This design comes from an exercise in tuning for small area and a short achievable clock period on the open sky130 flow, not from production work.
At most, simulation tests tie the RTL to the original design; equivalence was not proved.
No functional check of the RTL was part of run 6.
Power and IR drop assume default switching activity.

$ cat design.v
module pipe_stage #(parameter W = 1, parameter EN = 1) (
    input clock,
    input [W-1:0] d,
    output [W-1:0] q
);
    generate if (EN) begin : g_reg
        reg [W-1:0] r;
        always @(posedge clock) r <= d;
        assign q = r;
    end else begin : g_wire
        assign q = d;
    end endgenerate
endmodule
module valid_stage #(parameter EN = 1) (
    input clock,
    input reset,
    input d,
    output q
);
    generate if (EN) begin : g_reg
        reg r;
        always @(posedge clock or posedge reset)
            if (reset) r <= 1'b0;
            else       r <= d;
        assign q = r;
    end else begin : g_wire
        assign q = d;
    end endgenerate
endmodule
module fp_adder_16_bit (
    input clock,
    input reset,
    input in_valid,
    input [15:0] operand_a,
    input [15:0] operand_b,
    input final_operation,
    output reg out_valid,
    output reg [15:0] result,
    output reg overflow_flag,
    output reg underflow_flag,
    output reg zero_flag,
    output reg infinity_flag,
    output reg NaN_flag
);
    localparam S1 = 1;    
    localparam S2 = 1;    
    localparam S3 = 1;    
    localparam S4 = 1;    
    wire        sa = operand_a[15], sb = operand_b[15];
    wire [4:0]  ea = operand_a[14:10], eb = operand_b[14:10];
    wire [9:0]  fa = operand_a[9:0],  fb = operand_b[9:0];
    wire        ha = |fa, hb = |fb;
    wire ea_max = &ea, eb_max = &eb;
    wire zero_c = ~ha & ~hb;
    wire inf_c  = (ea_max & ~ha) | (eb_max & ~hb);
    wire nan_c  = (ea_max & ha) | (eb_max & hb);
    wire [5:0]  ediff = {1'b0, ea} - {1'b0, eb};      
    wire        e_lt  = ediff[5];
    wire        e_eq  = (ea == eb);
    wire        f_lt  = (fa < fb);
    wire [4:0]  bexp  = e_lt ? eb : ea;
    wire        flush = e_lt | (ediff[4:0] > 5'd11);
    wire [3:0]  sh    = ediff[3:0];
    wire        op    = final_operation ^ sa ^ sb;
    wire [9:0]  fa_1, fb_1;
    wire        ha_1, hb_1, sa_1, sb_1, e_lt_1, e_eq_1, f_lt_1;
    wire [4:0]  bexp_1;
    wire [3:0]  sh_1;
    wire        flush_1, op_1, fop_1, zero_1, inf_1, nan_1, v_1;
    pipe_stage #(.W(42), .EN(S1)) r1 (clock,
        {fa, fb, ha, hb, sa, sb, e_lt, e_eq, f_lt, bexp, sh, flush, op, final_operation, zero_c, inf_c, nan_c},
        {fa_1, fb_1, ha_1, hb_1, sa_1, sb_1, e_lt_1, e_eq_1, f_lt_1, bexp_1, sh_1, flush_1, op_1, fop_1, zero_1, inf_1, nan_1});
    valid_stage #(.EN(S1)) rv1 (clock, reset, in_valid, v_1);
    wire [10:0] ma_1  = {ha_1, fa_1}, mb_1 = {hb_1, fb_1};
    wire        bsel  = e_eq_1 ? f_lt_1 : e_lt_1;
    wire        sign_1 = bsel ? sb_1 : sa_1;
    wire [10:0] big_1 = bsel ? mb_1 : ma_1;
    wire [13:0] lx    = {mb_1, 3'b000};
    wire [13:0] shx   = lx >> sh_1;
    wire [13:0] smask = ~(14'h3fff << (sh_1 + 4'd2));    
    wire        stk   = |(lx & smask);
    wire        fstk  = e_lt_1 ? ha_1 : hb_1;
    wire [13:0] al    = flush_1 ? {13'd0, fstk} :
                        (e_eq_1 & f_lt_1) ? {ma_1, 3'b000} : {shx[13:1], stk};
    wire [10:0] big_2;
    wire [13:0] al_2;
    wire [4:0]  bexp_2;
    wire        sign_2, op_2, fop_2, zero_2, inf_2, nan_2, v_2;
    pipe_stage #(.W(36), .EN(S2)) r2 (clock,
        {big_1, al, bexp_1, sign_1, op_1, fop_1, zero_1, inf_1, nan_1},
        {big_2, al_2, bexp_2, sign_2, op_2, fop_2, zero_2, inf_2, nan_2});
    valid_stage #(.EN(S2)) rv2 (clock, reset, v_1, v_2);
    wire [14:0] s3  = {1'b0, big_2, 3'b000} + {1'b0, al_2 ^ {14{op_2}}} + {14'd0, op_2};
    wire        as_ = s3[14] & ~op_2 & ~fop_2;    
    wire [13:0] R   = s3[13:0];
    wire [13:0] R_3;
    wire [4:0]  bexp_3;
    wire        as_3, sign_3, zero_3, inf_3, nan_3, v_3;
    pipe_stage #(.W(24), .EN(S3)) r3 (clock,
        {R, as_, bexp_2, sign_2, zero_2, inf_2, nan_2},
        {R_3, as_3, bexp_3, sign_3, zero_3, inf_3, nan_3});
    valid_stage #(.EN(S3)) rv3 (clock, reset, v_2, v_3);
    reg  [3:0]  lz;
    integer i;
    always @(*) begin
        lz = 4'd0;
        for (i = 0; i < 14; i = i + 1)
            if (R_3[i]) lz = 4'd13 - i;
    end
    wire [12:0] nm = as_3 ? R_3[13:1] : (R_3[12:0] << lz);
    wire [12:0] nm_4;
    wire [3:0]  lz_4;
    wire [4:0]  bexp_4;
    wire        as_4, sign_4, zero_4, inf_4, nan_4, v_4;
    pipe_stage #(.W(27), .EN(S4)) r4 (clock,
        {nm, lz, bexp_3, as_3, sign_3, zero_3, inf_3, nan_3},
        {nm_4, lz_4, bexp_4, as_4, sign_4, zero_4, inf_4, nan_4});
    valid_stage #(.EN(S4)) rv4 (clock, reset, v_3, v_4);
    wire [4:0]  ne0 = as_4 ? bexp_4 + 5'd1 : bexp_4 - {1'b0, lz_4};
    wire [4:0]  ne1 = ne0 + 5'd1;
    wire [9:0]  M   = nm_4[12:3];
    wire        inc = nm_4[2] & (nm_4[1] | nm_4[0] | nm_4[3]);
    wire [9:0]  pre;
    genvar k;
    generate for (k = 0; k < 10; k = k + 1) begin : g_pre
        if (k == 0) begin : g0
            assign pre[k] = 1'b1;
        end else begin : gk
            assign pre[k] = &M[k-1:0];
        end
    end endgenerate
    wire [9:0]  mr  = M ^ (pre & {10{inc}});
    wire        m_all1 = &M;
    wire        m_zero = ~|M;
    wire        m_1ff  = (M == 10'h1ff);
    wire        m_200  = (M == 10'h200);
    wire        wr  = inc ? m_1ff : m_200;           
    wire        mrz = inc ? m_all1 : m_zero;         
    wire        ovf = wr ? (ne0 == 5'd30) : (ne0 == 5'd31);
    wire        unf = (ne0 == 5'd0) & mrz;
    wire [4:0]  ex  = wr ? ne1 : ne0;
    wire [9:0]  mo  = ovf ? 10'd0 : wr ? 10'd1 : mr;
    wire [4:0]  xo  = (inf_4 | nan_4) ? 5'h1f : ex;
    wire [9:0]  fo  = inf_4 ? 10'd0 : nan_4 ? 10'h3ff : mo;
    always @(posedge clock) begin
        result         <= {sign_4, xo, fo};
        overflow_flag  <= ovf;
        underflow_flag <= unf;
        zero_flag      <= zero_4;
        infinity_flag  <= inf_4;
        NaN_flag       <= nan_4;
    end
    always @(posedge clock or posedge reset)
        if (reset) out_valid <= 1'b0;
        else       out_valid <= v_4;
endmodule
$ cat run.sh
#!/bin/bash
# synth_recipe.tcl (not shown) runs the flow's synth.tcl, then flattens the netlist and writes it again
# the make line also repeats each setting of config.mk as NAME=value (left out here)
make -C /OpenROAD-flow-scripts/flow DESIGN_CONFIG=/design/flow/config.mk WORK_HOME=/design/flow/orfs CLKGATE_MAP_FILE= SYNTH_SCRIPT=/design/flow/synth_recipe.tcl finish
$ cat config.mk
export PLATFORM = sky130hd
export DESIGN_NAME = fp_adder_16_bit
export DESIGN_NICKNAME = fp_adder_16_bit
export VERILOG_FILES = /design/flow/design.v
export SDC_FILE = /design/flow/constraint.sdc
export NUM_CORES = 4
export LEC_CHECK = 0
export CAP_MARGIN = 20
export CORE_MARGIN = 2
export CORE_UTILIZATION = 40
export SETUP_SLACK_MARGIN = 1.3
export SLEW_MARGIN = 20
$ cat constraint.sdc
create_clock -name core_clock -period 3.5 [get_ports {clock}]
set_input_delay 0.7000 -clock core_clock [delete_from_list [all_inputs] [get_ports {clock}]]
set_output_delay 0.7000 -clock core_clock [all_outputs]
set_load 0.01 [all_outputs]
==> impl.org, run 1 <==
** Outcome
- The flow ran to the end and the layout has no timing, DRC or antenna violations.

** Layout
- Commonest non-fill, non-tap cell in the layout :: sky130_fd_sc_hd__dfxtp_1
- The finished cells cover 9000 µm².
- For this run, the share of the core covered by cells in the final layout is 0.526.
- Of the cells placed in the final design, the portion with a size suffix greater than 1 is 0.223.
- Post-layout nets :: 878
- Number of antenna diodes :: 0
- Relative to the synthesized area, the layout overhead comes to 29.9%.
- The top cell types in the final layout, fill and taps aside, are 132 x sky130_fd_sc_hd__dfxtp_1, 53 x sky130_fd_sc_hd__clkdlybuf4s50_1, 51 x sky130_fd_sc_hd__nand2_1.
- Layout fillers :: 1527

** Die
- Die height :: 136 µm
- Overall die width :: 136 µm
- Number of cell rows :: 48
- The floorplan step defined a core boundary enclosing 17100 µm².
- The die covers 18400 µm².
- Effective utilization at floorplan :: 0.405
- Number of primary I/O pins :: 58

** Clocking
- CTS saw 155 sinks.
- TritonCTS built the clock tree.
- Clock root cell :: sky130_fd_sc_hd__clkbuf_16
- H-tree Lvls :: 4
- Clock latency reported for the late side of the worst-skew pair :: 420 ps
- The longest clock path from root to sink contains 2 buffers.
- After clock tree synthesis, the clock-pin slew on the worst setup and hold paths is 60 ps.
- Hold-fix buffer count after cts :: 0
- TritonCTS created 17 clock buffers.

** Routing
- Overall via count from detail_route :: 5459
- Detail-routed net length per standard cell :: 15.9 µm
- Detailed-router iteration count before antenna repair :: 4
- The detail route stage leaves a number of antenna-violating nets equal to 0.
- Final routed wirelength across all metal layers :: 16500 µm
- In this run, the number of DRC markers left after iteration 0 of detailed routing was 291.
- Vias per Instance :: 5.25
- DRC errors left :: 0

** Logic synthesis
- Cell count after synthesis :: 706
- Sequential area share after synthesis :: 0.452
- Number of synthesis warnings :: 6
- Counting flops with a built-in enable in the synthesized netlist gives 0.
- Area share of the largest cell type after synthesis :: 0.434
- The synthesized-area fraction occupied by ao, oa, aoi and oai cells was 0.154.
- Ranked by total cell area, the synthesized netlist is headed by sky130_fd_sc_hd__dfxtp_1 43%, sky130_fd_sc_hd__ha_1 6.9%, sky130_fd_sc_hd__mux2_2 3.7%.
- Number of different library cells in the post-synthesis netlist :: 75
- Most instantiated flip-flop cell in the synthesis netlist :: sky130_fd_sc_hd__dfxtp_1
- Cell taking the most area after synthesis :: sky130_fd_sc_hd__dfxtp_1
- Counting flops with an async set or reset pin after synthesis yields a share of 0.0323.
- Seq cells post-synth :: 155
- When the netlist entered floorplanning its net count stood at 782.
- Multiplexer share of the synthesized area :: 0.0753
- After synthesis, the largest family of logic cells by area is compound AO/OA/AOI/OAI gates.
- The cell area that synthesis handed to floorplanning was 6930 µm².
- Area share of and/or/nand/nor cells after synthesis :: 0.141
- Of the total synthesized cell area, the portion taken by full adders, half adders and majority gates is 0.0744.
- Parity-gate share of the synthesized area counting xor and xnor cells :: 0.0589
- Syn avg cell area :: 9.81 µm²

** Timing
- Share of the cycle needed by the critical path after routing :: 0.681
- Between clock sinks in the finished design, the worst skew comes to 7.02 ps.
- Worst Slack Setup Final :: 1120 ps
- Max Clock Freq :: 419 MHz
- Unrepaired setup endpoints after global routing :: true
- Count of final setup violators :: 0
- At the pin with the least slew margin, the transition time is 738 ps.
- The smallest clock period supported by the final layout is computed as 2380 ps.
- The number of hold-slack violations in the final timing report is 0.
- Headroom to the max-slew limit :: 0.507
- Post-Route Setup TNS :: 0 ps
- Final Max Slew Viols :: 0

** Global routing
- The first global-routing pass estimated 26800 µm of wire.
- Maximum number of pins on one net before global-route repair :: 19
- Global-route congestion overflow total :: 0
- Number of antenna violations at the first check in global routing :: 0
- Combined global-route utilization of all metal layers :: 0.184
- Via count of the first global-routing pass :: 5523

** Placement
- Routability-driven placement finished with a final weighted congestion of 0.932.
- Before CTS, the worst setup slack after placement is 615 ps.
- Buffers placed on the I/O ports in this run total 57.
- Summing all placed instances gives a cell area of 7730 µm².
- The wire-length estimate of the detail-placed layout is 11700 µm.

** Critical path
- Of all nets on the critical path, the largest fanout is 3.
- The setup path with the least slack is of type flip-flop to flip-flop.
- Nature of the critical path endpoint :: flip-flop
- Req. time, crit path :: 3860 ps
- STA classifies the critical path startpoint as a flip-flop.
- Cell with the biggest individual delay on the critical path :: sky130_fd_sc_hd__or4b_4
- Worst path bufs/invs :: 1
- Crit path DAT :: 2740 ps
- The signal on the critical path passes through inv_2 > ha_4 > xor2_1 > nor2_1 > ha_1 > a21o_1 > a21oi_2 > xnor3_2 > or4b_4 > nor2_2.
- Critical Path Max Stage Delay :: 510 ps
- Worst path top cell family by delay :: simple AND/OR/NAND/NOR gates

** Job
- Maximum Capacitance Violations :: 0

** Hold path
- Hold Path Class :: flip-flop to flip-flop

** Power
- Static power due to leakage :: 3.71 nW
- The worst-case IR drop observed on VDD is 361 µV.
- Power Dens Cells :: 895 nW/µm²
stage by stage:
stage	cells	hold slack [ps]	total power (W)
after floorplan	706	310	0.00463
after global placement	972	310	0.00537
after detailed placement	972	312	0.00540
after CTS	1024	325	0.00767
after global routing	1040	331	0.00856
final	1040	327	0.00806
flip-flops by register name, summed over array words and instances (netlist names), 16 cells and up:
signal,cells
r1.g_reg.r,42
result,16
r3.g_reg.r,24
r2.g_reg.r,36
r4.g_reg.r,27
per-layer routing:
metal  track usage  wire (µm)
met3        0.0374        620
met4        0.0851        373
met2         0.313       8270
met1         0.222       7220
met5             0          0
layout make-up:
class / count / area (µm²) / area share
multi-input combinational: 485 / 3880 / 0.431
inverter: 47 / 184 / 0.0204
tap: 225 / 282 / 0.0313
timing repair buffer: 96 / 897 / 0.0997
clock buffer: 17 / 425 / 0.0473
sequential: 155 / 3160 / 0.351
clock inverter: 15 / 171 / 0.0190
worst paths after layout:
kind                                        start                endpoint  slack (ps)  depth (start not counted)
setup / recovery           r4.g_reg.r[10]$_DFF_P_  underflow_flag$_DFF_P_        1120                         10
hold / removal              r1.g_reg.r[4]$_DFF_P_   r2.g_reg.r[4]$_DFF_P_         330                          0
setup reg to reg           r4.g_reg.r[10]$_DFF_P_  underflow_flag$_DFF_P_        1120                         10
hold reg to reg             r1.g_reg.r[4]$_DFF_P_   r2.g_reg.r[4]$_DFF_P_         330                          0
max in group asynchronous                   reset   rv1.g_reg.r$_DFF_PP0_        2860                          2
min in group asynchronous                   reset     out_valid$_DFF_PP0_         470                          2
cell usage after synthesis (9+ instances only):
master,n
sky130_fd_sc_hd__dfxtp_1,150
sky130_fd_sc_hd__nand2_1,52
sky130_fd_sc_hd__nor2_1,49
sky130_fd_sc_hd__inv_1,47
sky130_fd_sc_hd__ha_1,38
sky130_fd_sc_hd__a21oi_1,30
sky130_fd_sc_hd__o21ai_0,28
sky130_fd_sc_hd__xor2_1,26
sky130_fd_sc_hd__mux2i_1,24
sky130_fd_sc_hd__mux2_2,23
sky130_fd_sc_hd__nand3_1,23
sky130_fd_sc_hd__nor3_1,18
sky130_fd_sc_hd__xnor2_1,18
sky130_fd_sc_hd__clkbuf_1,11
sky130_fd_sc_hd__nand2b_1,10
sky130_fd_sc_hd__nor4_1,9
cell families (layout without fill, tap and decap cells):
group,after synthesis,after routing
AND/OR/NAND/NOR,200,200
multiplexers,48,48
buffers and inverters,67,175
adder cells (fa/ha/maj),40,40
XOR/XNOR,45,45
AO/OA/AOI/OAI,151,152
flip-flops,155,155
power breakdown:
| group | internal (W) | switching [W] | leakage (nW) | total [W] |
|---|---|---|---|---|
| sequential | 0.00219 | 0.000444 | 1.31 | 0.00263 |
| clock | 0.00102 | 0.000785 | 0.290 | 0.00180 |
| combinational | 0.00183 | 0.00180 | 2.10 | 0.00363 |
| total | 0.00503 | 0.00303 | 3.71 | 0.00806 |
repair_timing:
action                     CTS  global route
gates cloned                 1             0
setup endpoints to repair   37            36
pin swaps                   15            13
resized for setup           49            51
setup buffers               19            16
==> run 2: changes to the inputs <==
--- a/config.mk
+++ b/config.mk
@@ -8,5 +8,5 @@
 export CAP_MARGIN = 20
 export CORE_MARGIN = 2
-export CORE_UTILIZATION = 40
-export SETUP_SLACK_MARGIN = 1.3
+export CORE_UTILIZATION = 60
+export SETUP_SLACK_MARGIN = 1.0
 export SLEW_MARGIN = 20
==> impl.org, run 2 <==
** Logic synthesis
- Area share of the largest cell type after synthesis :: 0.434
- sky130_fd_sc_hd__dfxtp_1 takes more of the synthesized area than any other cell.
- Cell count after synthesis :: 706
- Averaged over all synthesized cells, the footprint is 9.81 µm².
- Mapped cell area :: 6930 µm²
- Number of different library cells in the post-synthesis netlist :: 75
- Number of synthesis warnings :: 6
- Most instantiated flip-flop cell in the synthesis netlist :: sky130_fd_sc_hd__dfxtp_1
- The commonest cells after synthesis are 150 x sky130_fd_sc_hd__dfxtp_1, 52 x sky130_fd_sc_hd__nand2_1, 49 x sky130_fd_sc_hd__nor2_1.
- By area the synthesized netlist is led by sky130_fd_sc_hd__dfxtp_1 43%, sky130_fd_sc_hd__ha_1 6.9%, sky130_fd_sc_hd__mux2_2 3.7%.
- Post-synth EDFFs :: 0
- Sequential area share after synthesis :: 0.452
- By instance count, the leading cell after synthesis is sky130_fd_sc_hd__dfxtp_1.
- In the synthesized netlist the async set-or-reset flop fraction comes to 0.0323.
- Post-synthesis net count :: 782
- The synthesized design contains 155 register bits.

** Power
- Power Dens Cells :: 897 nW/µm²
- Summed over all cells, the static leakage comes to 3.55 nW.
- Max VDD drop :: 668 µV
- Total power for the finished layout comes to 0.00755 W.

** Hold path
- Hold Path Class :: flip-flop to flip-flop
- Worst Hold Depth :: 0

** Routing
- Initial DRC Count :: 391
- The routed design uses 8440 µm of met2 wire.
- Routed length on met1 :: 6570 µm
- Routed wire length on met3 :: 659 µm
- Top layer in use :: met4
- Detail-routed net length per standard cell :: 17.4 µm
- DRC errors left :: 0
- Final ANT Viol Nets :: 0
- Detailed-router iteration count before antenna repair :: 5
- Vias per Instance :: 5.88
- The routed design has 16400 µm of wire.
- The routed layout has 5519 vias.

** Timing
- Once routing completed, OpenROAD measured the worst setup slack at 1010 ps.
- For the pin with the worst max-slew slack, the measured transition is 776 ps.
- Post-Route Setup TNS :: 0 ps
- The worst path in the final design needs a cycle of 2490 ps, including I/O delays and setup.
- The max-slew violation total from the final report is 0.
- Share of the cycle needed by the critical path after routing :: 0.711
- Unrepaired setup endpoints after global routing :: true
- Between clock sinks in the finished design, the worst skew comes to 8.83 ps.
- The number of hold-slack violations in the final timing report is 0.
- Setup violations remaining at the end of the flow were counted as 0.
- Measured against its own limit, the worst slew margin works out to 0.478.
- Static timing analysis puts the maximum clock frequency at 402 MHz.

** Layout
- Most frequent cells in the layout :: 145 x sky130_fd_sc_hd__dfxtp_1, 57 x sky130_fd_sc_hd__clkdlybuf4s50_1, 51 x sky130_fd_sc_hd__nand2_1
- Registers take 3140 µm².
- Number of antenna diodes :: 0
- Area Growth Syn to Fin :: 21.6%
- Summing all multi-input logic gate instances after layout gives 3640 µm².
- The library cell used most frequently in the layout, excluding fill and tap cells, is sky130_fd_sc_hd__dfxtp_1.
- Post-layout nets :: 859
- Largest register by flop count :: r1.g_reg.r
- Max FFs per register :: 42
- Registers with the most flip-flops :: r1.g_reg.r x42, r2.g_reg.r x36, r4.g_reg.r x27
- Cell area after layout :: 8420 µm²
- Ratio of cells with drive above 1 in the final layout :: 0.138
- The layout has 779 filler cells.

** Clocking
- TritonCTS built the clock tree.
- Clock sink total :: 155
- H-tree Lvls :: 4
- Clock root cell :: sky130_fd_sc_hd__clkbuf_16
- At the later pin of the worst-skew pair, clock insertion delay measures 430 ps.
- Clock-pin transition on the worst setup and hold timing paths :: 60 ps
- The clock passes through at most 2 buffers.
- Number of buffers added by the clock tree synthesis step :: 17

** Global routing
- The first global-routing pass estimated 26100 µm of wire.
- Number of antenna violations at the first check in global routing :: 0
- Maximum number of pins on one net before global-route repair :: 19
- In the global route stage, overall resource usage came out at 0.264.
- Global-route congestion overflow total :: 0
- The via count of the first global-routing pass came to 5515.

** Critical path
- The largest single stage delay on the critical path is 390 ps.
- STA puts the critical path data arrival time at 2790 ps.
- The largest individual stage delay along the critical path comes from the cell sky130_fd_sc_hd__fa_2.
- STA classifies the critical path endpoint as a flip-flop.
- Worst Setup Start Kind :: flip-flop
- For the worst flop-to-flop path, the logic depth is 10.
- Req. time, crit path :: 3800 ps
- The critical path goes through or2_4 > ha_4 > fa_2 > a21o_1 > a21oi_2 > xnor3_1 > nand4_1 > buf_6 > o221ai_4 > o21ai_1.
- Highest net fanout along the worst path :: 5
- Crit Path Category :: flip-flop to flip-flop

** Outcome
- The run finished with no timing, DRC or antenna violations.

** Job
- Maximum Capacitance Violations :: 0

** Die
- Total Die Area :: 12400 µm²
- The initial utilization of the core area, before any placement, comes to 0.612.
- Overall die width :: 111 µm
- Die height :: 111 µm
- 58 I/O pins were placed.
- Number of cell rows :: 39
- The core region is 11300 µm².

** Placement
- Place WS :: 576 ps
- The wire-length estimate of the detail-placed layout is 11600 µm.
- Placed standard-cell area :: 7570 µm²
- Gpl congestion :: 0.965
- Buffers placed on the I/O ports in this run total 57.
==> run 2: cell counts after synthesis <==
Identical to the previous run, type by type.
==> run 2: final cells by class <==
class	instances	area share
multi-input combinational	485	0.432
sequential	155	0.373
timing repair buffer	77	0.0860
clock buffer	18	0.0510
inverter	47	0.0214
tap	143	0.0212
clock inverter	14	0.0155
==> run 2: where the power goes <==
group,switching (W),internal [W]
clock network,0.000767,0.000934
logic,0.00167,0.00157
registers,0.000448,0.00216
total,0.00288,0.00467
==> run 2: final timing paths <==
kind	slack, ps	start	to
max	1010	r4.g_reg.r[10]$_DFF_P_	result[2]$_SDFF_PP0_
min	320	r1.g_reg.r[13]$_DFF_P_	r2.g_reg.r[9]$_DFF_P_
max reg2reg	1010	r4.g_reg.r[10]$_DFF_P_	result[2]$_SDFF_PP0_
min reg2reg	320	r1.g_reg.r[13]$_DFF_P_	r2.g_reg.r[9]$_DFF_P_
max in group asynchronous	2860	reset	rv4.g_reg.r$_DFF_PP0_
min in group asynchronous	470	reset	rv3.g_reg.r$_DFF_PP0_
==> run 2: cell families (layout without fill, tap and decap cells) <==
family | count (synthesis) | after routing | share of synthesized area
buffers and inverters | 67 | 156 | 0.0448
XOR/XNOR | 45 | 45 | 0.0589
multiplexers | 48 | 48 | 0.0753
AO/OA/AOI/OAI | 151 | 152 | 0.154
adder cells (fa/ha/maj) | 40 | 40 | 0.0744
flip-flops | 155 | 155 | 0.452
AND/OR/NAND/NOR | 200 | 200 | 0.141
==> run 2: metal layers <==
metal	vias up	GRT usage
met5	-	0
met4	0	0.137
met3	59	0.0572
met2	183	0.472
met1	2583	0.296
li1	2694	-
==> run 2: through the flow <==
step                      std cells   util  hold WS (ps)
after floorplan                 706      -           310
after global placement          889  0.668           310
after detailed placement        889  0.668           312
after CTS                       926  0.726           325
after global routing            939  0.744           329
final                           939  0.744           324
==> run 2: timing repair <==
action / 4_1_cts / 5_1_grt
buffers inserted: 4 / 13
gates cloned: 1 / 0
gates resized for setup: 15 / 29
hold buffers: 0 / 0
pin swaps: 4 / 18
setup endpoints to repair: 18 / 27
==> run 2: worst max-delay path: cells and delay by family, from the launching register on <==
| family | cells | cell delay, ps |
|---|---|---|
| adder cells (fa/ha/maj) | 2 | 560 |
| AO/OA/AOI/OAI | 4 | 650 |
| AND/OR/NAND/NOR | 2 | 440 |
| flip-flops | 1 | 330 |
| buffers and inverters | 1 | 190 |
| XOR/XNOR | 1 | 200 |
==> run 3: changes to the inputs <==
--- a/config.mk
+++ b/config.mk
@@ -8,5 +8,5 @@
 export CAP_MARGIN = 20
 export CORE_MARGIN = 2
-export CORE_UTILIZATION = 60
+export CORE_UTILIZATION = 40
 export SETUP_SLACK_MARGIN = 1.0
 export SLEW_MARGIN = 20
==> impl.org, run 3 <==
** Die
- 58 I/O pins were placed.
- The die covers 18400 µm².
- Core region area :: 17100 µm²
- Overall die width :: 136 µm
- Effective utilization at floorplan :: 0.405
- Number of cell rows :: 48
- The die is 136 µm tall.

** Logic synthesis
- Post-synth top cells :: 150 x sky130_fd_sc_hd__dfxtp_1, 52 x sky130_fd_sc_hd__nand2_1, 49 x sky130_fd_sc_hd__nor2_1
- The average instance in the mapped netlist occupies 9.81 µm².
- Post-synth EDFFs :: 0
- Number of synthesis warnings :: 6
- The most used flip-flop cell after synthesis is sky130_fd_sc_hd__dfxtp_1.
- By area the synthesized netlist is led by sky130_fd_sc_hd__dfxtp_1 43%, sky130_fd_sc_hd__ha_1 6.9%, sky130_fd_sc_hd__mux2_2 3.7%.
- The number of nets in the synthesized netlist is 782.
- Counting flops and latches in the post-synthesis netlist gives 155.
- In this run, distinct cell masters in the synthesized netlist total 75.
- For this run, the register share of the synthesized area comes to 0.452.
- FFs w/ async S/R, synth :: 0.0323
- Of the post-synthesis cell area, the dominant cell type holds 0.434.
- The synthesized netlist occupies a cell area of 6930 µm².
- Among all cell types in the netlist, the one instantiated most often is sky130_fd_sc_hd__dfxtp_1.
- Cell taking the most area after synthesis :: sky130_fd_sc_hd__dfxtp_1
- The cell count after synthesis came out at 706.

** Placement
- Summing all placed instances gives a cell area of 7670 µm².
- Input and output buffers added on the ports amount to 57.
- Gpl congestion :: 0.929
- Summed over all nets, the half-perimeter wirelength after detailed placement is 11800 µm.
- Before CTS, the worst setup slack after placement is 492 ps.

** Critical path
- Nature of the critical path endpoint :: flip-flop
- At the worst endpoint, the required time is 3790 ps.
- Startpoint of the worst-slack reg-to-reg timing path :: r4.g_reg.r[10]$_DFF_P_
- Crit path DAT :: 2730 ps
- The critical path is of the flip-flop to flip-flop type.
- Critical Path Max Stage Delay :: 370 ps
- Worst r2r dst :: result[7]$_SDFF_PP0_
- Slack of the worst reg-to-reg path :: 1060 ps
- Along the worst path, the maximum fanout reaches 4.
- The slowest stage of the critical path is the sky130_fd_sc_hd__fa_2 cell.
- Cells along the critical path :: inv_1 > ha_2 > nor2b_4 > fa_2 > a21o_1 > a21oi_2 > xnor3_1 > nand4_1 > buf_6 > o221ai_4 > o21ai_0
- STA classifies the critical path startpoint as a flip-flop.
- Path depth of the worst reg2reg path :: 11

** Power
- Power Dens Cells :: 881 nW/µm²
- IR analysis of the VDD net gives a maximum drop of 588 µV.
- Static power due to leakage :: 3.54 nW
- Pwr Total :: 0.00748 W

** Layout
- Ratio of cells with drive above 1 in the final layout :: 0.127
- Register area :: 3140 µm²
- Registers with the most flip-flops :: r1.g_reg.r x42, r2.g_reg.r x36, r4.g_reg.r x27
- Cell area after layout :: 8500 µm²
- Largest register by flop count :: r1.g_reg.r
- Max FFs per register :: 42
- In the final layout, the multi-input gates occupy 3610 µm².
- Commonest non-fill, non-tap cell in the layout :: sky130_fd_sc_hd__dfxtp_1
- The net count of the finished layout is 853.
- Area Growth Syn to Fin :: 22.7%
- Layout fillers :: 1583
- Leaving out fill and tap cells, the most frequent cells in the layout are 146 x sky130_fd_sc_hd__dfxtp_1, 57 x sky130_fd_sc_hd__clkdlybuf4s50_1, 52 x sky130_fd_sc_hd__nand2_1.
- Number of antenna diodes :: 0

** Job
- Across the run, the number of max-cap violations was 0.

** Hold path
- The worst hold path begins at r1.g_reg.r[0]$_DFF_P_.
- The worst hold path passes through 0 cells.
- The tightest min-delay check is of the flip-flop to flip-flop type.
- The path with the worst hold slack has its endpoint at r2.g_reg.r[0]$_DFF_P_.

** Clocking
- The later pin in the worst-skew pair is clocked with a latency of 420 ps.
- Clock sink total :: 155
- CTS max path bufs :: 2
- Clock-pin slew was measured on the worst setup and hold paths at 60 ps.
- Number of buffers added by the clock tree synthesis step :: 17
- H-tree Lvls :: 4
- Clock tree synthesis selected as its root buffer the cell sky130_fd_sc_hd__clkbuf_16.
- CTS tree :: done
- Hold-fix buffer count after cts :: 0

** Timing
- The clock period could shrink to 2440 ps.
- For the pin with the worst max-slew slack, the measured transition is 750 ps.
- Across the routed clock network, the largest skew measured is 10.0 ps.
- The number of hold-slack violations in the final timing report was 0.
- The max-slew violation total from the final report came to 0.
- Setup repair after global routing could not meet its margin everywhere.
- In this run the tightest slew margin relative to its limit is 0.500.
- Count of final setup violators :: 0
- In the post-route analysis, the smallest setup slack over all paths is 1060 ps.
- Max Clock Freq :: 409 MHz
- Share of the cycle needed by the critical path after routing :: 0.698
- Post-Route Setup TNS :: 0 ps

** Global routing
- Global-route congestion overflow total :: 0
- Maximum number of pins on one net before global-route repair :: 19
- Number of antenna violations at the first check in global routing :: 0
- Combined global-route utilization of all metal layers :: 0.179
- Global-route wire length before repair :: 26000 µm
- The via count of the first global-routing pass is 5282.

** Routing
- After detailed routing, the average wire length per cell comes to 15.8 µm.
- Initial DRC Count :: 355
- Vias per Instance :: 5.32
- Detailed-router iteration count before antenna repair :: 5
- DRC errors left :: 0
- In this run the remaining antenna-violating nets after routing total 0.
- Final routed wirelength across all metal layers :: 16100 µm
- Overall via count from detail_route :: 5404

** Outcome
- The run finished with no timing, DRC or antenna violations.
[run 3: through the flow]
stage / cells / hold slack (ps) / utilization
2_1_floorplan: 706 / 310 / -
3_3_place_gp: 971 / 310 / 0.448
3_5_place_dp: 971 / 312 / 0.448
4_1_cts: 1011 / 324 / 0.490
5_1_grt: 1015 / 329 / 0.496
6_report: 1015 / 323 / 0.496
[run 3: what timing repair did]
action | in CTS | in global routing
resized for setup | 11 | 28
buffers inserted | 7 | 4
pin swaps | 5 | 19
gates cloned | 1 | 0
endpoints found under the setup margin | 21 | 26
[run 3: area by class of cell]
| class | instances | share of cell area |
|---|---|---|
| multi-input combinational | 485 | 0.425 |
| sequential | 155 | 0.369 |
| timing repair buffer | 71 | 0.0799 |
| clock buffer | 17 | 0.0501 |
| tap | 225 | 0.0331 |
| clock inverter | 15 | 0.0212 |
| inverter | 47 | 0.0212 |
[run 3: cells by family after synthesis]
kind of cell / count (synthesis) / synth area share
AOI/OAI and AO/OA: 151 / 0.154
xor gates and xnor gates: 45 / 0.0589
adders and majority gates: 40 / 0.0744
buffers and inverters: 67 / 0.0448
DFF: 155 / 0.452
muxes: 48 / 0.0753
and+or+nand+nor: 200 / 0.141
[run 3: critical path, delay by kind of cell, from the launching register on]
family                   cells  cell delay, ps
AND/OR/NAND/NOR              2             270
adder cells (fa/ha/maj)      2             640
buffers and inverters        2             210
XOR/XNOR                     1             200
flip-flops                   1             350
AO/OA/AOI/OAI                4             670
[run 3: how the worst max path moves through the flow]
stage | slack, ps | endpoint | from
5_1_grt | 930 | result[7]$_SDFF_PP0_ | r4.g_reg.r[10]$_DFF_P_
4_1_cts | 990 | result[6]$_SDFF_PP0_ | r4.g_reg.r[10]$_DFF_P_
6_report | 1060 | result[7]$_SDFF_PP0_ | r4.g_reg.r[10]$_DFF_P_
2_1_floorplan | 1040 | underflow_flag$_DFF_P_ | r4.g_reg.r[10]$_DFF_P_
3_5_place_dp | 490 | r1.g_reg.r[10]$_DFF_P_ | operand_b[11]
3_3_place_gp | 700 | r1.g_reg.r[11]$_DFF_P_ | operand_b[11]
[run 3: where the power goes]
part / leakage [nW] / internal (W) / total (W) / switching [W]
clock network: 0.297 / 0.00108 / 0.00184 / 0.000758
registers: 1.31 / 0.00216 / 0.00262 / 0.000460
logic: 1.93 / 0.00147 / 0.00303 / 0.00156
total: 3.54 / 0.00471 / 0.00748 / 0.00278
[run 3: layer usage]
metal / GRT usage / part of all wire / vias to the layer above
li1: - / - / 2669
met1: 0.205 / 0.43 / 2530
met2: 0.315 / 0.50 / 168
met3: 0.0449 / 0.045 / 37
met4: 0.0810 / 0.025 / 0
met5: 0 / 0 / -
==> run 4: changes to the inputs <==
--- a/config.mk
+++ b/config.mk
@@ -9,4 +9,6 @@
 export CORE_MARGIN = 2
 export CORE_UTILIZATION = 40
+export CTS_BUF_LIST = sky130_fd_sc_hd__clkbuf_8
+export CTS_CLUSTER_SIZE = 40
 export SETUP_SLACK_MARGIN = 1.0
 export SLEW_MARGIN = 20
==> impl.org, run 4 <==
** Clocking
- H-tree Lvls :: 4
- Clock-pin slew was measured on the worst setup and hold paths at 90 ps.
- TritonCTS built the clock tree.
- For this design, the sink count on the clock tree is 155.
- CTS max path bufs :: 2
- Hold-fix buffer count after cts :: 0
- Clock root cell :: sky130_fd_sc_hd__clkbuf_8
- Number of buffers added by the clock tree synthesis step :: 17
- Clock latency reported for the late side of the worst-skew pair :: 450 ps

** Logic synthesis
- Top area cells in the synthesized netlist :: sky130_fd_sc_hd__dfxtp_1 43%, sky130_fd_sc_hd__ha_1 6.9%, sky130_fd_sc_hd__mux2_2 3.7%
- For this run, the number of Yosys warnings is 6.
- Seq cells post-synth :: 155
- The netlist uses 75 different library cells.
- Of the post-synthesis cell area, the dominant cell type holds 0.434.
- The number of nets handed over by synthesis was 782.
- Cell count after synthesis :: 706
- The synthesized design contains 0 enable-type register cells.
- Summed over all instances, the cell type with the most area after synthesis is sky130_fd_sc_hd__dfxtp_1.
- Syn avg cell area :: 9.81 µm²
- After synthesis, the most frequently instantiated cells are 150 x sky130_fd_sc_hd__dfxtp_1, 52 x sky130_fd_sc_hd__nand2_1, 49 x sky130_fd_sc_hd__nor2_1.
- The synthesized netlist occupies a cell area of 6930 µm².
- Most repeated cell in the gate-level netlist after synthesis :: sky130_fd_sc_hd__dfxtp_1
- Sequential area share after synthesis :: 0.452
- For this run, the leading register cell type out of synthesis is sky130_fd_sc_hd__dfxtp_1.
- For this run, asynchronously set or reset flops after synthesis account for 0.0323.

** Die
- Core region area :: 17100 µm²
- Measured along the y axis, the die boundary spans 136 µm.
- In this run the count of I/O pins placed on the die edge is 58.
- Total Die Area :: 18400 µm²
- Number of cell rows :: 48
- Effective utilization at floorplan :: 0.405
- Overall die width :: 136 µm

** Layout
- More flip-flops sit in one register than any other, and that register is r1.g_reg.r.
- Area Growth Syn to Fin :: 20.3%
- Number of antenna diodes :: 0
- Layout Utilization :: 0.487
- The register with the most flip-flops in the layout has 42 of them.
- The library cell used most frequently in the layout, excluding fill and tap cells, is sky130_fd_sc_hd__dfxtp_1.
- Most frequent cells in the layout :: 144 x sky130_fd_sc_hd__dfxtp_1, 57 x sky130_fd_sc_hd__clkdlybuf4s50_1, 52 x sky130_fd_sc_hd__nand2_1
- The largest registers in the layout are r1.g_reg.r x42, r2.g_reg.r x36, r4.g_reg.r x27.
- Of the cells placed in the final design, the portion with a size suffix greater than 1 is 0.130.
- The finished layout holds 1017 standard cells, fillers aside.
- Post-layout nets :: 855

** Hold path
- The min-delay analysis places its worst path in the category flip-flop to flip-flop.

** Routing
- Detail-routed net length per standard cell :: 15.8 µm
- Overall via count from detail_route :: 5380
- After the first detailed-routing iteration, the DRC count stood at 300.
- After detailed routing, the number of vias per cell comes to 5.29.
- DRC errors left :: 0
- Final ANT Viol Nets :: 0
- Detailed-router iteration count before antenna repair :: 5
- The final layout contains routed wiring with a total length of 16100 µm.

** Placement
- OpenSTA, run right after detailed placement, puts the worst setup slack at 492 ps.
- The wire-length estimate of the detail-placed layout is 11800 µm.
- Once placement completed, the tool counted placed cells totaling 971.
- In this run the tool buffered the top-level ports with 57 buffer cells.
- Gpl congestion :: 0.929

** Power
- Power spread over the standard cell area amounts to 846 nW/µm².
- In this run the static leakage power is 3.46 nW.
- Across the VDD grid, the largest voltage drop is 391 µV.

** Critical path
- STA classifies the critical path endpoint as a flip-flop.
- The kind of cell with the highest combined delay along the critical path is simple AND/OR/NAND/NOR gates.
- Worst Setup Start Kind :: flip-flop
- The largest single stage delay on the critical path is 600 ps.
- At the worst endpoint, the arrival time is 2750 ps.
- The slowest stage of the critical path is the sky130_fd_sc_hd__or4_1 cell.
- In this run the worst path has a maximum fanout of 13.
- Counting both buffers and inverters, the worst setup path holds a total of 1.
- Cells along the critical path :: nor2_1 > o311ai_0 > nand2_1 > clkinvlp_4 > or4_1 > nand3_1 > o221ai_1
- The critical path in this run is classified as flip-flop to flip-flop.
- STA puts the critical path data required time at 3810 ps.

** Global routing
- Global-route wire length before repair :: 25900 µm
- Entering global routing, the biggest net connects 19 pins.
- Via count of the first global-routing pass :: 5274
- The number of antenna violations at the first check in global routing is 0.
- For this run, the total global-route usage over all layers was measured as 0.179.
- The total overflow left after global routing is 0.

** Timing
- Final Max Slew Viols :: 0
- For the final database, setup skew stands at 12.2 ps.
- Fin Hold WS :: 327 ps
- Headroom to the max-slew limit :: 0.502
- The number of hold-slack violations in the final timing report came to 0.
- Unrepaired setup endpoints after global routing :: true
- At the pin with the least slew margin, the transition time is 746 ps.
- Setup violations remaining at the end of the flow were counted as 0.
- Share of the cycle needed by the critical path after routing :: 0.697
- Subtracting the final worst setup slack from the clock period gives 2440 ps.
- Worst Slack Setup Final :: 1060 ps
- Max Clock Freq :: 410 MHz
- For the final routed database, the setup TNS stands at 0 ps.

** Job
- Maximum Capacitance Violations :: 0

** Outcome
- Run status :: no timing/DRC/antenna violations
[run 4: cell counts after synthesis]
No cell type changed its count.
[run 4: timing repair]
| item | in CTS | in global routing |
|---|---|---|
| cloned | 0 | 1 |
| setup buffers | 7 | 6 |
| endpoints found under the setup margin | 21 | 27 |
| pin swaps | 5 | 11 |
| gates resized for setup | 13 | 22 |
[run 4: area by class of cell]
cell class | instances | area, µm²
clock buffer | 17 | 234
clock inverter | 15 | 180
fill | 1599 | 8790
inverter | 47 | 180
multi-input combinational | 485 | 3620
sequential | 155 | 3140
tap | 225 | 282
timing repair buffer | 73 | 694
[run 4: metrics by stage]
step                      total power [W]  instance area, µm²
after floorplan                   0.00453                6930
final                             0.00705                8330
after global placement            0.00525                7670
after detailed placement          0.00528                7670
after global routing              0.00751                8330
after CTS                         0.00684                8190
[run 4: final timing paths]
kind                                         from                      to  slack, ps  cells after the start
setup / recovery           r3.g_reg.r[21]$_DFF_P_  r4.g_reg.r[20]$_DFF_P_       1060                      7
hold / removal              r1.g_reg.r[0]$_DFF_P_   r2.g_reg.r[0]$_DFF_P_        330                      0
setup reg to reg           r3.g_reg.r[21]$_DFF_P_  r4.g_reg.r[20]$_DFF_P_       1060                      7
hold reg to reg             r1.g_reg.r[0]$_DFF_P_   r2.g_reg.r[0]$_DFF_P_        330                      0
max in group asynchronous                   reset   rv2.g_reg.r$_DFF_PP0_       2900                      2
min in group asynchronous                   reset   rv1.g_reg.r$_DFF_PP0_        440                      2
[run 4: kinds of logic after synthesis]
family,synth area share
xor gates and xnor gates,0.0589
buffers and inverters,0.0448
muxes,0.0753
AOI/OAI and AO/OA,0.154
DFF,0.452
and+or+nand+nor,0.141
adders and majority gates,0.0744
[run 4: power by group]
| group | internal (W) | switching (W) |
|---|---|---|
| sequential | 0.00216 | 0.000466 |
| combinational | 0.00150 | 0.00156 |
| clock | 0.000661 | 0.000695 |
| total | 0.00432 | 0.00273 |
[run 4: metal layers]
metal / up-vias / global-route usage / routed length (µm) / share of wire
met5: - / 0 / 0 / 0
met3: 34 / 0.0475 / 666 / 0.041
li1: 2681 / - / - / -
met1: 2503 / 0.204 / 6900 / 0.43
met4: 0 / 0.0700 / 354 / 0.022
met2: 162 / 0.318 / 8160 / 0.51
==> run 5: changes to the inputs <==
==> flow/run.sh (new file) <==
#!/bin/bash
# Standard ORFS layout, with synthesis run without full/half-adder cell
# extraction (ADDER_MAP_FILE empty), so ABC maps the arithmetic as plain
# logic. Registers, their names and cell types are the standard synthesis's.
set -euo pipefail
bash standard.sh ADDER_MAP_FILE= finish > "$PWD/flow_make.log" 2>&1
==> standard.sh (new file) <==
#!/bin/bash
# synth_recipe.tcl (not shown) runs the flow's synth.tcl, then flattens the netlist and writes it again
# the make line also repeats each setting of config.mk as NAME=value (left out here)
make -C /OpenROAD-flow-scripts/flow DESIGN_CONFIG=/design/flow/config.mk WORK_HOME=/design/flow/orfs CLKGATE_MAP_FILE= SYNTH_SCRIPT=/design/flow/synth_recipe.tcl "${@:-finish}"
--- a/config.mk
+++ b/config.mk
@@ -9,6 +9,4 @@
 export CORE_MARGIN = 2
 export CORE_UTILIZATION = 40
-export CTS_BUF_LIST = sky130_fd_sc_hd__clkbuf_8
-export CTS_CLUSTER_SIZE = 40
 export SETUP_SLACK_MARGIN = 1.0
 export SLEW_MARGIN = 20
removed: run.sh
==> impl.org, run 5 <==
** Placement
- Sum of net half-perimeters after detailed placement :: 11200 µm
- In this run, placement finished with an instance count of 988.
- Port buffering added 57 buffers.
- Placed standard-cell area :: 7600 µm²
- At the end of routability-driven placement, the weighted congestion stood at 0.846.

** Critical path
- Crit Path Category :: input port to flip-flop
- Of all nets on the critical path, the largest fanout is 2.
- Beginning of the critical path :: operand_b[0]
- At the worst endpoint, the arrival time is 3100 ps.
- For flop-to-flop paths, the worst setup slack is 1060 ps.
- Nature of the critical path endpoint :: flip-flop
- Data on the critical path is required at its endpoint by 3810 ps.
- Critical path capture point :: r1.g_reg.r[15]$_DFF_P_
- Path depth of the worst reg2reg path :: 10
- The startpoint identified for the worst register-to-register timing path is r2.g_reg.r[4]$_DFF_P_.
- Worst r2r dst :: r3.g_reg.r[23]$_DFF_P_
- The worst setup path is launched from an input port.

** Clocking
- Clock root cell :: sky130_fd_sc_hd__clkbuf_16
- Counting the buffers created by CTS gives 17.
- CTS saw 155 sinks.
- In this run the deepest clock path goes through 2 buffers.
- Hold-fix buffer count after cts :: 0
- TritonCTS built the clock tree.
- Clock latency on the worst-skew pair, taken at its later pin, is 420 ps.
- Clock-pin slew was measured on the worst setup and hold paths at 60 ps.
- CTS built an H-tree with a depth of 4.

** Routing
- Detail-routed net length per standard cell :: 15.2 µm
- Before antenna repair, the detailed router went through 5 iterations.
- Wires add up to 15800 µm.
- Using the TritonRoute via totals, the vias-per-cell ratio works out to 5.39.
- Final ANT Viol Nets :: 0
- Summing over every cut layer, the via total after detailed routing is 5593.
- Initial DRC Count :: 302
- In the routed design, unresolved DRC markers number 0.

** Die
- Overall die width :: 134 µm
- Number of primary I/O pins :: 58
- Die height :: 134 µm
- The floorplan has 47 rows.
- The initial utilization of the core area, before any placement, comes to 0.409.
- The floorplan step defined a core boundary enclosing 16600 µm².
- Total Die Area :: 18000 µm²

** Timing
- Headroom to the max-slew limit came out at 0.471.
- On the final layout, the worst clock skew is 8.32 ps.
- Count of final setup violators :: 0
- Setup repair after global routing could not meet its margin everywhere.
- The worst path in the final design needs a cycle of 2790 ps, including I/O delays and setup.
- Slew at the pin with the worst max-slew slack :: 792 ps
- Derived from the worst setup path, the maximum achievable clock frequency is 358 MHz.
- Final Hold Viols :: 0
- In the final timing run, aggregate negative setup slack is 0 ps.
- Final Max Slew Viols :: 0
- Dividing the final minimum period by the clock period gives 0.797.

** Global routing
- Combined global-route utilization of all metal layers :: 0.179
- Entering global routing, the biggest net connects 24 pins.
- Summed over all layers, the global routing overflow is 0.
- The via count of the first global-routing pass was 5408.
- The number of antenna violations at the first check in global routing was 0.
- The first global-routing pass estimated 25900 µm of wire.

** Logic synthesis
- Post-synthesis net count :: 767
- Top area cells in the synthesized netlist :: sky130_fd_sc_hd__dfxtp_1 44%, sky130_fd_sc_hd__xnor2_1 5.7%, sky130_fd_sc_hd__mux2i_1 4.1%
- FFs w/ async S/R, synth :: 0.0323
- The share of the Yosys chip area taken by registers is 0.462.
- Most repeated cell in the gate-level netlist after synthesis :: sky130_fd_sc_hd__dfxtp_1
- Syn avg cell area :: 9.27 µm²
- Post-synth top cells :: 150 x sky130_fd_sc_hd__dfxtp_1, 52 x sky130_fd_sc_hd__nor2_1, 51 x sky130_fd_sc_hd__nand2_1
- The number of different library cells used by synthesis comes to 57.
- For this run, the number of Yosys warnings is 6.
- The mapped netlist covers 6780 µm².
- Synthesis produced 731 cells.
- The synthesized design contains 155 register bits.
- Cell taking the most area after synthesis :: sky130_fd_sc_hd__dfxtp_1
- In this run, synthesis inferred 0 flip-flops with an integrated enable.
- Most instantiated flip-flop cell in the synthesis netlist :: sky130_fd_sc_hd__dfxtp_1
- Of the post-synthesis cell area, the dominant cell type holds 0.443.

** Layout
- Largest register by flop count :: r1.g_reg.r
- Area Growth Syn to Fin :: 27.5%
- Layout Utilization :: 0.521
- Post-layout nets :: 841
- Once layout is done, the placed cells without fillers occupy 8640 µm².
- The register with the most flip-flops in the layout has 42 of them.
- Of the cells placed in the final design, the portion with a size suffix greater than 1 is 0.208.
- The largest registers in the layout are r1.g_reg.r x42, r2.g_reg.r x36, r4.g_reg.r x27.
- Non-filler cells in the finished layout :: 1038
- Leaving out fill and tap cells, the most frequent cells in the layout are 131 x sky130_fd_sc_hd__dfxtp_1, 51 x sky130_fd_sc_hd__nand2_1, 50 x sky130_fd_sc_hd__nor2_1, 50 x sky130_fd_sc_hd__clkdlybuf4s50_1.
- The number of antenna diodes in the final layout is 0.
- Commonest non-fill, non-tap cell in the layout :: sky130_fd_sc_hd__dfxtp_1

** Job
- Maximum Capacitance Violations :: 0

** Hold path
- Worst Hold Depth :: 0
- Hold Path Class :: flip-flop to flip-flop

** Power
- For this design the ratio of total power to cell area is 805 nW/µm².
- Pwr Total :: 0.00696 W
- Max VDD drop :: 412 µV
- For this design the static power due to leakage is 3.36 nW.

** Outcome
- The run finished with no timing, DRC or antenna violations.
run 5: layout make-up:
cell class              count  area, µm²
clock buffers              19        433
clock inverters            13        133
fillers                  1535       7940
inverters                  37        140
multi-input cells         507       3670
flip-flops and latches    155       3170
well taps                 220        275
repair buffers             87        818
run 5: where the power goes:
group          internal (W)  total (W)  switching (W)
combinational       0.00134    0.00260        0.00126
clock              0.000997    0.00173       0.000737
sequential          0.00217    0.00262       0.000449
total               0.00451    0.00696        0.00245
run 5: worst min path at each step:
stage | from | end | slack [ps]
2_1_floorplan | r1.g_reg.r[0]$_DFF_P_ | r2.g_reg.r[0]$_DFF_P_ | 310
3_3_place_gp | r1.g_reg.r[2]$_DFF_P_ | r2.g_reg.r[2]$_DFF_P_ | 310
3_5_place_dp | r1.g_reg.r[13]$_DFF_P_ | r2.g_reg.r[9]$_DFF_P_ | 310
4_1_cts | r1.g_reg.r[13]$_DFF_P_ | r2.g_reg.r[9]$_DFF_P_ | 330
5_1_grt | r3.g_reg.r[6]$_DFF_P_ | r4.g_reg.r[7]$_DFF_P_ | 330
6_report | r2.g_reg.r[9]$_DFF_P_ | r3.g_reg.r[7]$_DFF_P_ | 320
run 5: critical path, cell delays in order:
cell and delay, ps:
sky130_fd_sc_hd__buf_6 90, sky130_fd_sc_hd__nor2b_4 110, sky130_fd_sc_hd__maj3_2 280, sky130_fd_sc_hd__maj3_2 300, sky130_fd_sc_hd__maj3_2 300, sky130_fd_sc_hd__maj3_2 290
sky130_fd_sc_hd__maj3_2 290, sky130_fd_sc_hd__maj3_2 290, sky130_fd_sc_hd__maj3_2 290, sky130_fd_sc_hd__o22a_1 160
run 5: metal layers:
| layer | global-route usage | routed length, µm | up-vias | share of wire |
|---|---|---|---|---|
| met5 | 0 | 0 | - | 0 |
| met2 | 0.315 | 8070 | 150 | 0.51 |
| met1 | 0.211 | 6790 | 2644 | 0.43 |
| li1 | - | - | 2767 | - |
| met4 | 0.0678 | 288 | 0 | 0.018 |
| met3 | 0.0420 | 649 | 32 | 0.041 |
run 5: what timing repair did:
| item | CTS | global route |
|---|---|---|
| setup buffers | 4 | 13 |
| pin swaps | 14 | 25 |
| gates cloned | 0 | 1 |
| endpoints found under the hold margin | 0 | 0 |
| endpoints found under the setup margin | 23 | 27 |
| gates resized for setup | 51 | 62 |
run 5: stage by stage:
step / hold slack, ps / setup WS (ps)
floorplan: 310 / 434
global placement: 310 / -86.1
detailed placement: 312 / -126
CTS: 327 / 593
global route: 332 / 631
finish: 323 / 709
run 5: cells by family after synthesis:
| family | synth area share |
|---|---|
| fa+ha+maj | 0.0220 |
| flops | 0.462 |
| mux | 0.0812 |
| buf+inv | 0.0388 |
| simple gates | 0.142 |
| xor+xnor | 0.0788 |
| compound gates | 0.176 |
==> run 6: changes to the inputs <==
--- a/design.v
+++ b/design.v
@@ -52,5 +52,4 @@
     wire        ha = |fa, hb = |fb;
     wire ea_max = &ea, eb_max = &eb;
-    wire zero_c = ~ha & ~hb;
     wire inf_c  = (ea_max & ~ha) | (eb_max & ~hb);
     wire nan_c  = (ea_max & ha) | (eb_max & hb);
@@ -62,15 +61,16 @@
     wire        flush = e_lt | (ediff[4:0] > 5'd11);
     wire [3:0]  sh    = ediff[3:0];
-    wire        op    = final_operation ^ sa ^ sb;
     wire [9:0]  fa_1, fb_1;
     wire        ha_1, hb_1, sa_1, sb_1, e_lt_1, e_eq_1, f_lt_1;
     wire [4:0]  bexp_1;
     wire [3:0]  sh_1;
-    wire        flush_1, op_1, fop_1, zero_1, inf_1, nan_1, v_1;
-    pipe_stage #(.W(42), .EN(S1)) r1 (clock,
-        {fa, fb, ha, hb, sa, sb, e_lt, e_eq, f_lt, bexp, sh, flush, op, final_operation, zero_c, inf_c, nan_c},
-        {fa_1, fb_1, ha_1, hb_1, sa_1, sb_1, e_lt_1, e_eq_1, f_lt_1, bexp_1, sh_1, flush_1, op_1, fop_1, zero_1, inf_1, nan_1});
+    wire        flush_1, fop_1, inf_1, nan_1, v_1;
+    pipe_stage #(.W(40), .EN(S1)) r1 (clock,
+        {fa, fb, ha, hb, sa, sb, e_lt, e_eq, f_lt, bexp, sh, flush, final_operation, inf_c, nan_c},
+        {fa_1, fb_1, ha_1, hb_1, sa_1, sb_1, e_lt_1, e_eq_1, f_lt_1, bexp_1, sh_1, flush_1, fop_1, inf_1, nan_1});
     valid_stage #(.EN(S1)) rv1 (clock, reset, in_valid, v_1);
     wire [10:0] ma_1  = {ha_1, fa_1}, mb_1 = {hb_1, fb_1};
+    wire        op_1   = fop_1 ^ sa_1 ^ sb_1;
+    wire        zero_1 = ~ha_1 & ~hb_1;
     wire        bsel  = e_eq_1 ? f_lt_1 : e_lt_1;
     wire        sign_1 = bsel ? sb_1 : sa_1;
@@ -109,13 +109,12 @@
     end
     wire [12:0] nm = as_3 ? R_3[13:1] : (R_3[12:0] << lz);
+    wire [4:0]  ne  = as_3 ? bexp_3 + 5'd1 : bexp_3 - {1'b0, lz};
     wire [12:0] nm_4;
-    wire [3:0]  lz_4;
-    wire [4:0]  bexp_4;
-    wire        as_4, sign_4, zero_4, inf_4, nan_4, v_4;
-    pipe_stage #(.W(27), .EN(S4)) r4 (clock,
-        {nm, lz, bexp_3, as_3, sign_3, zero_3, inf_3, nan_3},
-        {nm_4, lz_4, bexp_4, as_4, sign_4, zero_4, inf_4, nan_4});
+    wire [4:0]  ne0;
+    wire        sign_4, zero_4, inf_4, nan_4, v_4;
+    pipe_stage #(.W(22), .EN(S4)) r4 (clock,
+        {nm, ne, sign_3, zero_3, inf_3, nan_3},
+        {nm_4, ne0, sign_4, zero_4, inf_4, nan_4});
     valid_stage #(.EN(S4)) rv4 (clock, reset, v_3, v_4);
-    wire [4:0]  ne0 = as_4 ? bexp_4 + 5'd1 : bexp_4 - {1'b0, lz_4};
     wire [4:0]  ne1 = ne0 + 5'd1;
     wire [9:0]  M   = nm_4[12:3];
==> run.sh (new file) <==
#!/bin/bash
# synth_recipe.tcl (not shown) runs the flow's synth.tcl, then flattens the netlist and writes it again
# the make line also repeats each setting of config.mk as NAME=value (left out here)
make -C /OpenROAD-flow-scripts/flow DESIGN_CONFIG=/design/flow/config.mk WORK_HOME=/design/flow/orfs CLKGATE_MAP_FILE= SYNTH_SCRIPT=/design/flow/synth_recipe.tcl finish
--- a/config.mk
+++ b/config.mk
@@ -9,4 +9,6 @@
 export CORE_MARGIN = 2
 export CORE_UTILIZATION = 40
+export CTS_BUF_LIST = sky130_fd_sc_hd__clkbuf_8
+export CTS_CLUSTER_SIZE = 40
 export SETUP_SLACK_MARGIN = 1.0
 export SLEW_MARGIN = 20
removed: flow/run.sh
removed: standard.sh
==> impl.org, run 6 <==
** Logic synthesis
- The Yosys step of the flow raised 6 warnings.
- Seq cells post-synth :: 148
- By area, the combinational part of the netlist is dominated by compound AO/OA/AOI/OAI gates.
- Of the total synthesized cell area, the portion taken by AND, OR, NAND and NOR gates is 0.123.
- For this run, asynchronously set or reset flops after synthesis account for 0.0338.
- Number of different library cells in the post-synthesis netlist :: 69
- Of the total synthesized cell area, the portion taken by full adders, half adders and majority gates is 0.0787.
- When the netlist entered floorplanning its net count stood at 734.
- Parity-gate share of the synthesized area counting xor and xnor cells :: 0.0642
- In the post-synthesis netlist, the cell with the most instances is sky130_fd_sc_hd__dfxtp_1.
- Top area cells in the synthesized netlist :: sky130_fd_sc_hd__dfxtp_1 44%, sky130_fd_sc_hd__ha_1 7.3%, sky130_fd_sc_hd__mux2i_1 4.4%
- Compound-cell area share of the yosys netlist :: 0.154
- Most instantiated flip-flop cell in the synthesis netlist :: sky130_fd_sc_hd__dfxtp_1
- sky130_fd_sc_hd__dfxtp_1 takes more of the synthesized area than any other cell.
- The share of the Yosys chip area taken by registers is 0.456.
- Post-synth top cells :: 143 x sky130_fd_sc_hd__dfxtp_1, 47 x sky130_fd_sc_hd__nor2_1, 38 x sky130_fd_sc_hd__a21oi_1, 38 x sky130_fd_sc_hd__ha_1, 36 x sky130_fd_sc_hd__inv_1
- Syn avg cell area :: 9.95 µm²
- The share of synthesized area in the top cell type comes to 0.437.
- Multiplexer share of the synthesized area :: 0.0873
- The mapped netlist covers 6550 µm².
- In the synthesized netlist, the number of instances is 658.
- In this run, synthesis inferred 0 flip-flops with an integrated enable.

** Timing
- Share of the cycle needed by the critical path after routing :: 0.734
- Clock skew on the completed layout was measured at 13.2 ps.
- The number of hold-slack violations in the final timing report came to 0.
- Derived from the worst setup path, the maximum achievable clock frequency is 389 MHz.
- Setup repair after global routing could not meet its margin everywhere.
- Final Max Slew Viols :: 0
- Subtracting the final worst setup slack from the clock period gives 2570 ps.
- Count of final setup violators :: 0
- Headroom to the max-slew limit :: 0.509
- Post-Route Setup TNS :: 0 ps
- Slew at the pin with the worst max-slew slack :: 734 ps

** Routing
- For this run, the detailed router's first-pass iteration total came to 5.
- Vias per Instance :: 5.19
- Summing over every cut layer, the via total after detailed routing is 4991.
- Final ANT Viol Nets :: 0
- Final routed wirelength across all metal layers :: 13900 µm
- Detail-routed net length per standard cell :: 14.5 µm
- DRC errors left :: 0
- The first routing iteration left 210 violations.

** Layout
- Cell area after layout :: 7980 µm²
- The register with the most flip-flops in the layout has 40 of them.
- Ranked by flip-flop count, first place goes to r1.g_reg.r.
- Area Growth Syn to Fin :: 21.8%
- Number of antenna diodes :: 0
- The net count of the finished layout is 809.
- Most frequent cells in the layout :: 133 x sky130_fd_sc_hd__dfxtp_1, 57 x sky130_fd_sc_hd__clkdlybuf4s50_1, 46 x sky130_fd_sc_hd__nor2_1
- Commonest non-fill, non-tap cell in the layout :: sky130_fd_sc_hd__dfxtp_1
- In the final layout, the share of cells above drive strength 1 is 0.154.
- Registers with the most flip-flops :: r1.g_reg.r x40, r2.g_reg.r x36, r3.g_reg.r x24

** Critical path
- Of all nets on the critical path, the largest fanout is 7.
- Among cell families on the critical path, the largest total delay comes from compound AO/OA/AOI/OAI gates.
- Data arrives at the worst endpoint at 2950 ps.
- On the critical path, the stage with the largest delay is an instance of sky130_fd_sc_hd__dfxtp_2.
- The worst setup path is captured at a flip-flop.
- Worst path bufs/invs :: 1
- The worst setup path is launched from a flip-flop.
- Crit Path Category :: flip-flop to flip-flop
- In this design, the stage delay of the slowest critical-path cell is 370 ps.
- Cells along the critical path :: nor2b_1 > nor3_2 > a21boi_4 > inv_1 > ha_2 > nor2b_4 > fa_2 > a21o_1 > a21oi_2 > xnor2_2 > xnor2_1
- Slack of the worst reg-to-reg path :: 930 ps
- Req. time, crit path :: 3890 ps

** Die
- Overall die width :: 132 µm
- The die covers 17400 µm².
- Die height :: 132 µm
- The floorplan step defined a core boundary enclosing 15900 µm².
- For this design the top-level I/O count stands at 58.
- Effective utilization at floorplan :: 0.411
- The initialized floorplan defines 46 standard-cell rows.

** Clocking
- CTS max path bufs :: 2
- Clock root cell :: sky130_fd_sc_hd__clkbuf_8
- Hold-fix buffer count after cts :: 0
- Clock sink total :: 148
- Clock-pin transition on the worst setup and hold timing paths :: 80 ps
- TritonCTS built the clock tree.
- In this run the number of H-tree levels came out at 4.
- For the worst-skew pair, the clock arrives at the later sink with an insertion delay of 450 ps.
- The number of clock buffers added by TritonCTS is 17.

** Global routing
- The number of antenna violations at the first check in global routing came to 0.
- Via count of the first global-routing pass :: 4980
- Across every metal layer, demand over resource in global routing totals 0.167.
- Entering global routing, the biggest net connects 24 pins.
- Global-route congestion overflow total :: 0
- Global-route wire length before repair :: 23500 µm

** Power
- The worst-case IR drop observed on VDD is 310 µV.
- Power Dens Cells :: 841 nW/µm²
- Static power due to leakage :: 3.34 nW
- Pwr Total :: 0.00671 W

** Hold path
- The worst hold path belongs to the class flip-flop to flip-flop.

** Placement
- Summing all placed instances gives a cell area of 7370 µm².
- At the end of routability-driven placement, the weighted congestion stood at 0.919.
- Sum of net half-perimeters after detailed placement :: 10500 µm
- Number of port buffers :: 57

** Outcome
- The run finished with no timing, DRC or antenna violations.

** Job
- Maximum Capacitance Violations :: 0
-- run 6: cell count changes in the layout (fill, tap and decap cells not counted), moves of 8 or more --
cell	change
sky130_fd_sc_hd__a21oi_1	-8
sky130_fd_sc_hd__clkbuf_16	-17
sky130_fd_sc_hd__clkbuf_8	+18
sky130_fd_sc_hd__ha_1	+37
sky130_fd_sc_hd__maj3_2	-11
sky130_fd_sc_hd__nand2_1	-18
sky130_fd_sc_hd__o21ai_0	-9
sky130_fd_sc_hd__o31ai_1	-10
sky130_fd_sc_hd__xnor2_1	-22
sky130_fd_sc_hd__xor2_1	+9
-- run 6: worst register-to-register path, cell delays in order, from the launching register on --
cell and delay [ps]:
sky130_fd_sc_hd__dfxtp_2 370, sky130_fd_sc_hd__nor2b_1 170, sky130_fd_sc_hd__nor3_2 270, sky130_fd_sc_hd__a21boi_4 260, sky130_fd_sc_hd__inv_1 70, sky130_fd_sc_hd__ha_2 250, sky130_fd_sc_hd__nor2b_4 130, sky130_fd_sc_hd__fa_2 370
sky130_fd_sc_hd__a21o_1 200, sky130_fd_sc_hd__a21oi_2 160, sky130_fd_sc_hd__xnor2_2 130, sky130_fd_sc_hd__xnor2_1 130
-- run 6: final timing paths --
check                                         to  depth (start not counted)              startpoint
max                        r4.g_reg.r[8]$_DFF_P_                         11  r3.g_reg.r[21]$_DFF_P_
min                        r4.g_reg.r[1]$_DFF_P_                          0   r3.g_reg.r[1]$_DFF_P_
max reg2reg                r4.g_reg.r[8]$_DFF_P_                         11  r3.g_reg.r[21]$_DFF_P_
min reg2reg                r4.g_reg.r[1]$_DFF_P_                          0   r3.g_reg.r[1]$_DFF_P_
max in group asynchronous  rv4.g_reg.r$_DFF_PP0_                          2                   reset
min in group asynchronous    out_valid$_DFF_PP0_                          2                   reset
-- run 6: cells by family after synthesis --
group           count (synthesis)
simple gates                  162
flops                         148
compound gates                146
buf+inv                        60
mux                            54
xor+xnor                       48
fa+ha+maj                      40
-- run 6: timing repair --
item / 4_1_cts / 5_1_grt
setup endpoints to repair: 5 / 6
buffers inserted: 0 / 12
resized for setup: 7 / 24
pin swaps: 1 / 14
-- run 6: report_power, final --
group | total (W) | leakage, nW | internal [W] | switching (W)
registers | 0.00251 | 1.25 | 0.00211 | 0.000409
logic | 0.00281 | 1.88 | 0.00143 | 0.00138
clock network | 0.00138 | 0.202 | 0.000730 | 0.000655
total | 0.00671 | 3.34 | 0.00427 | 0.00244
-- run 6: cell type report --
class / instances / area [µm²]
clock buffers: 18 / 248
repair buffers: 77 / 728
inverters: 39 / 151
well taps: 216 / 270
flip-flops and latches: 148 / 3010
fillers: 1453 / 7970
clock inverters: 14 / 174
multi-input cells: 450 / 3390
-- run 6: metrics by stage --
step                hold slack, ps  instances   util  worst slack, ps
floorplan                      310        658      -              813
CTS                            328        950  0.490              790
finish                         324        962  0.500              932
detailed placement             312        918  0.462              688
global route                   335        962  0.500              804
global placement               310        918  0.462              717
-- run 6: per-layer routing --
layer / vias to the layer above / global-route usage / part of all wire
met3: 33 / 0.0408 / 0.042
met5: - / 0 / 0
met2: 157 / 0.285 / 0.51
met4: 0 / 0.0930 / 0.028
met1: 2310 / 0.192 / 0.42
li1: 2491 / - / -

-- static timing again, ports no longer ideal --
In the flow no input, the clock included, has a driving cell. The finished layouts below were timed again as built, in two steps. Step 1 assumes that a clkbuf_16 drives the clock port and a buf_2 every other input. Step 2 moves the port delays by t, midway between the first and last clock arrival at a register: inputs arrive t later, outputs are due t later. That takes back most of the time a late clock gives input paths. Three values: no drivers, after step 1, after step 2; two values: the first two.
run | shift t [ns] | setup WS [ns] | hold WS [ns] | worst setup path after step 2 | pins driven straight from the clock port
run 1 | 0.459 | 1.115 / 1.115 / 0.908 | 0.327 / 0.327 / 0.327 | input to register | 1
run 2 | 0.462 | 1.010 / 1.010 / 0.590 | 0.324 / 0.324 / 0.324 | input to register | 1
run 3 | 0.455 | 1.057 / 1.057 / 0.706 | 0.323 / 0.323 / 0.323 | input to register | 1
run 4 | 0.474 | 1.060 / 1.060 / 0.680 | 0.327 / 0.327 / 0.327 | input to register | 1
run 5 | 0.461 | 0.709 / 0.721 / 0.260 | 0.323 / 0.323 / 0.323 | input to register | 1
run 6 | 0.488 | 0.932 / 0.932 / 0.668 | 0.324 / 0.324 / 0.324 | input to register | 1
After both steps setup and hold are still met in every run listed. The setup slack of run 5, which loses most, moves by +0.012 ns with the drivers and by -0.449 ns with both steps.
